Context: an optimization exercise on an open-source flow, tuned for small area. The choices shown serve that exercise and are no tape-out recipe. In this exercise RTL edits were held to simulation tests only and were not proved equivalent to the original. No activity file was given, so power comes from the tool's default toggle rates.

==> flow/design.v (excerpt) <==
module DS18B20(
  input             clk,                 
  input             rst_n,               
  input             one_wire_in,         
  output            one_wire_oe,         
  output     [15:0] temperature,         
  output reg [7:0]  LED,
  output            DIO,
  output            SCLK,
  output            RCLK
);
reg [25:0] led_lfsr;
wire led_step = (led_lfsr == 26'ha97ac3);
always @(posedge clk, negedge rst_n)
  if (!rst_n) begin
    led_lfsr <= 26'h254bd61;
    LED      <= 8'b10101010;
  end
  else begin
    led_lfsr <= {led_lfsr[24:0], led_lfsr[25] ^ led_lfsr[4] ^ led_step};
    if (led_step)
      LED <= LED + 1'b1;
  end
reg [5:0] div;
wire tick_1us = (div == 6'h0e);
always @(posedge clk, negedge rst_n)
  if (!rst_n)
    div <= 6'h04;
  else
    div <= {div[4:0], div[5] ^ div[4] ^ tick_1us};
localparam KP = 2'd0, KW = 2'd1, K6 = 2'd2, KR = 2'd3;
reg [1:0]  kind;
reg [1:0]  sub;
reg [3:0]  idx;         
reg        ph;          
reg [12:0] cnt;         
reg [12:0] tbuf;        
function hit;
  input [12:0] c;
  ...
Size: about 440 cells after synthesis, roughly 110 flip-flops, ~31 I/O pins, about 0.0046 mm² of cells after synthesis.
Settings: LEC_CHECK=0, CAP_MARGIN=0, CORE_MARGIN=2, CORE_UTILIZATION=40, SLEW_MARGIN=0; clock period 20.0 ns.
standard.sh (not shown) runs the stock make flow with config.mk's settings and CLKGATE_MAP_FILE= SYNTH_SCRIPT=/design/flow/synth_recipe.tcl, a recipe that flattens the netlist after the stock synthesis.
==> flow/flow/run.sh <==
#!/bin/bash
# Layout flow: the standard layout (standard.sh) with three changes.
# 1. Synthesis skips ORFS's adder extraction (extract_fa, which also turns
#    the XOR/AND pairs of decoders into half-adder cells that ABC cannot
#    optimise). ABC maps with area-oriented scripts instead of the speed
#    script: deep AIG resynthesis (&deepsyn) then area-only mapping (&nf -a).
#    It is run from the same netlist with the eight scripts flow/area_N.abc
#    (deepsyn seeds 0..7) and the mapping with the smallest cell area is
#    kept. The registers are the same as in the standard synthesis.
# 2. Ports are buffered with buf_1 cells (buffer_ports -buffer_cell).
# 3. Clock tree synthesis uses clkbuf_8 buffers and inserts no dummy loads
#    (CTS's skew-balancing load cells); its other options are ORFS's.
# Logs: flow_synth.log (script generation), standard_flow.log (make), and
# ORFS's per-step logs under orfs/logs/ (1_2_yosys.log lists each ABC run's
# area).
set -euo pipefail
W=$(cd "$(dirname "${BASH_SOURCE[0]}")/.." && pwd)
cd "$W"
mkdir -p "$W/flow_synth"
python3 - "$W" > "$W/flow_synth.log" 2>&1 <<'P'
import os, sys
w = sys.argv[1]
src = open(os.path.join(os.environ["FLOW_HOME"], "scripts", "synth.tcl")).read()
old = '[dont_use_adder_kinds] ne "none"\n}'
assert src.count(old) == 1, "adder step not found"
src = src.replace(old, '[dont_use_adder_kinds] ne "none" && 0\n}')
abc = "  log_cmd abc {*}$abc_args\n"
assert src.count(abc) == 1, "abc call not found"
multi = """  design -save my_pre_abc
  set my_best 1e30
  foreach my_s {0 1 2 3 4 5 6 7} {
    design -load my_pre_abc
    set my_args $abc_args
    lset my_args 1 %s/flow/area_$my_s.abc
    log_cmd abc {*}$my_args
    set my_out [tee -q -s result.string stat {*}$lib_args]
    if { ![regexp {Chip area for module [^:]*: ([0-9.]+)} $my_out -> my_a] } {
      error "no area from stat"
    }
    puts "ABC run $my_s: area $my_a"
    if { $my_a < $my_best } {
      set my_best $my_a
      design -save my_best
    }
  }
  design -load my_best
  puts "kept ABC mapping with area $my_best"
""" % w
src = src.replace(abc, multi)
open(os.path.join(w, "flow_synth", "synth.tcl"), "w").write(src)
b = open(os.path.join(w, "synth_recipe.tcl")).read()
line = "source $::env(SCRIPTS_DIR)/synth.tcl"
assert b.count(line) == 1, "synth_recipe.tcl changed"
b = b.replace(line, "source %s/flow_synth/synth.tcl" % w)
open(os.path.join(w, "flow_synth", "synth_recipe.tcl"), "w").write(b)
print("synthesis scripts written")
P
bash standard.sh SYNTH_SCRIPT="$W/flow_synth/synth_recipe.tcl" \
  BUFFER_PORTS_ARGS="-buffer_cell sky130_fd_sc_hd__buf_1" \
  CTS_ARGS="-sink_clustering_enable -repair_clock_nets -buf_list sky130_fd_sc_hd__clkbuf_8 -dont_use_dummy_load" \
  finish > "$W/standard_flow.log" 2>&1
==> flow/flow/area_0.abc <==
&get -n
&st
&deepsyn -J 300 -T 3000 -S 0
&nf -a -R 1000
&put
==> flow/flow/area_1.abc <==
&get -n
&st
&deepsyn -J 300 -T 3000 -S 1
&nf -a -R 1000
&put
==> flow/flow/area_2.abc <==
&get -n
&st
&deepsyn -J 300 -T 3000 -S 2
&nf -a -R 1000
&put
==> flow/flow/area_3.abc <==
&get -n
&st
&deepsyn -J 300 -T 3000 -S 3
&nf -a -R 1000
&put
==> flow/flow/area_4.abc <==
&get -n
&st
&deepsyn -J 300 -T 3000 -S 4
&nf -a -R 1000
&put
==> flow/flow/area_5.abc <==
&get -n
&st
&deepsyn -J 300 -T 3000 -S 5
&nf -a -R 1000
&put
==> flow/flow/area_6.abc <==
&get -n
&st
&deepsyn -J 300 -T 3000 -S 6
&nf -a -R 1000
&put
==> flow/flow/area_7.abc <==
&get -n
&st
&deepsyn -J 300 -T 3000 -S 7
&nf -a -R 1000
&put
The baseline completed with no timing, DRC or antenna violations.
Edit:
--- a/flow/flow/run.sh
+++ b/flow/flow/run.sh
@@ -2 +2 @@
-# Layout flow: the standard layout (standard.sh) with three changes.
+# Layout flow: the standard layout (standard.sh) with two changes.
@@ -5,5 +5,3 @@
-#    optimise). ABC maps with area-oriented scripts instead of the speed
-#    script: deep AIG resynthesis (&deepsyn) then area-only mapping (&nf -a).
-#    It is run from the same netlist with the eight scripts flow/area_N.abc
-#    (deepsyn seeds 0..7) and the mapping with the smallest cell area is
-#    kept. The registers are the same as in the standard synthesis.
+#    optimise) and ABC maps with the area-oriented script flow/area.abc
+#    (deep AIG resynthesis, then area-only mapping) instead of the speed
+#    script. The registers are the same as in the standard synthesis.
@@ -14,2 +12 @@
-# ORFS's per-step logs under orfs/logs/ (1_2_yosys.log lists each ABC run's
-# area).
+# ORFS's per-step logs under orfs/logs/.
@@ -27,23 +24,3 @@
-abc = "  log_cmd abc {*}$abc_args\n"
-assert src.count(abc) == 1, "abc call not found"
-multi = """  design -save my_pre_abc
-  set my_best 1e30
-  foreach my_s {0 1 2 3 4 5 6 7} {
-    design -load my_pre_abc
-    set my_args $abc_args
-    lset my_args 1 %s/flow/area_$my_s.abc
-    log_cmd abc {*}$my_args
-    set my_out [tee -q -s result.string stat {*}$lib_args]
-    if { ![regexp {Chip area for module [^:]*: ([0-9.]+)} $my_out -> my_a] } {
-      error "no area from stat"
-    }
-    puts "ABC run $my_s: area $my_a"
-    if { $my_a < $my_best } {
-      set my_best $my_a
-      design -save my_best
-    }
-  }
-  design -load my_best
-  puts "kept ABC mapping with area $my_best"
-""" % w
-src = src.replace(abc, multi)
+pre = "source $::env(SCRIPTS_DIR)/synth_preamble.tcl"
+assert src.count(pre) == 1, "preamble not found"
+src = src.replace(pre, pre + "\nlset abc_args 1 %s/flow/area.abc" % w)
==> flow/flow/area.abc (new file) <==
&get -n
&st
&deepsyn -J 300 -T 400
&nf -a -R 1000
&put
Settings changed: CAP_MARGIN 0 to 20, SLEW_MARGIN 0 to 20.
removed: flow/flow/area_0.abc
removed: flow/flow/area_1.abc
removed: flow/flow/area_2.abc
removed: flow/flow/area_3.abc
removed: flow/flow/area_4.abc
removed: flow/flow/area_5.abc
removed: flow/flow/area_6.abc
removed: flow/flow/area_7.abc
Setup slack is worse by 0.49 ns.
Fmax fell by 7.0%.
Hold slack is better by 0.022 ns.
Final area rose by 1.9%.
Sequential share of layout area fell by 1.0 points.
Edit:
==> flow/flow/area.abc (replaced) <==
&get -n
&st
&deepsyn -J 300 -T 3000
&nf -a -R 1000
&put
Settings changed: CAP_MARGIN 20 to 0, SLEW_MARGIN 20 to 0.
Worst setup slack is unchanged.
Final area stays the same.
Final cell count stays the same.
Critical path depth stays the same.
Global-route usage stays the same.
Die area does not change.
Total power does not change.
Wire length is unchanged.
Edit:
==> flow/flow/area.abc (replaced) <==
&get -n
&st
&deepsyn -J 300 -T 400
&nf -a -R 1000
&put
After rerunning:
- total power is unchanged
- routed wire length is unchanged
- cell area is unchanged
- die area is unchanged

-- separate check: timing with driven ports --
How much do the figures lean on ideal ports? The routed layouts below were timed once more, with nothing changed but the port constraints. Step 1 (the two cells are an assumption about what drives the block):
set clk [get_ports {clk}]
set_driving_cell -lib_cell sky130_fd_sc_hd__clkbuf_16 $clk
set_driving_cell -lib_cell sky130_fd_sc_hd__buf_2 [delete_from_list [all_inputs] $clk]
Step 2 moves the port delays by t, midway between the first and last clock arrival at a register: inputs arrive t later, outputs are due t later. That takes back most of the time a late clock gives input paths. Three values: ideal ports, drivers, drivers and shift; two values: the first two.
| run | t, ns | setup WS [ns] | worst setup path after step 2 | worst data-port slew with drivers (ns) | cell pins on the clock port's net |
|---|---|---|---|---|---|
| the first run | 0.381 | 13.569 / 13.536 / 13.622 | input to register | 0.03 | 1 |
| the second run | 0.386 | 13.081 / 13.046 / 13.432 | register to output | 0.03 | 1 |
| the third run | 0.386 | 13.081 / 13.046 / 13.432 | register to output | 0.03 | 1 |
| the fourth run | 0.386 | 13.081 / 13.046 / 13.432 | register to output | 0.03 | 1 |
After both steps setup and hold are still met in every run listed.
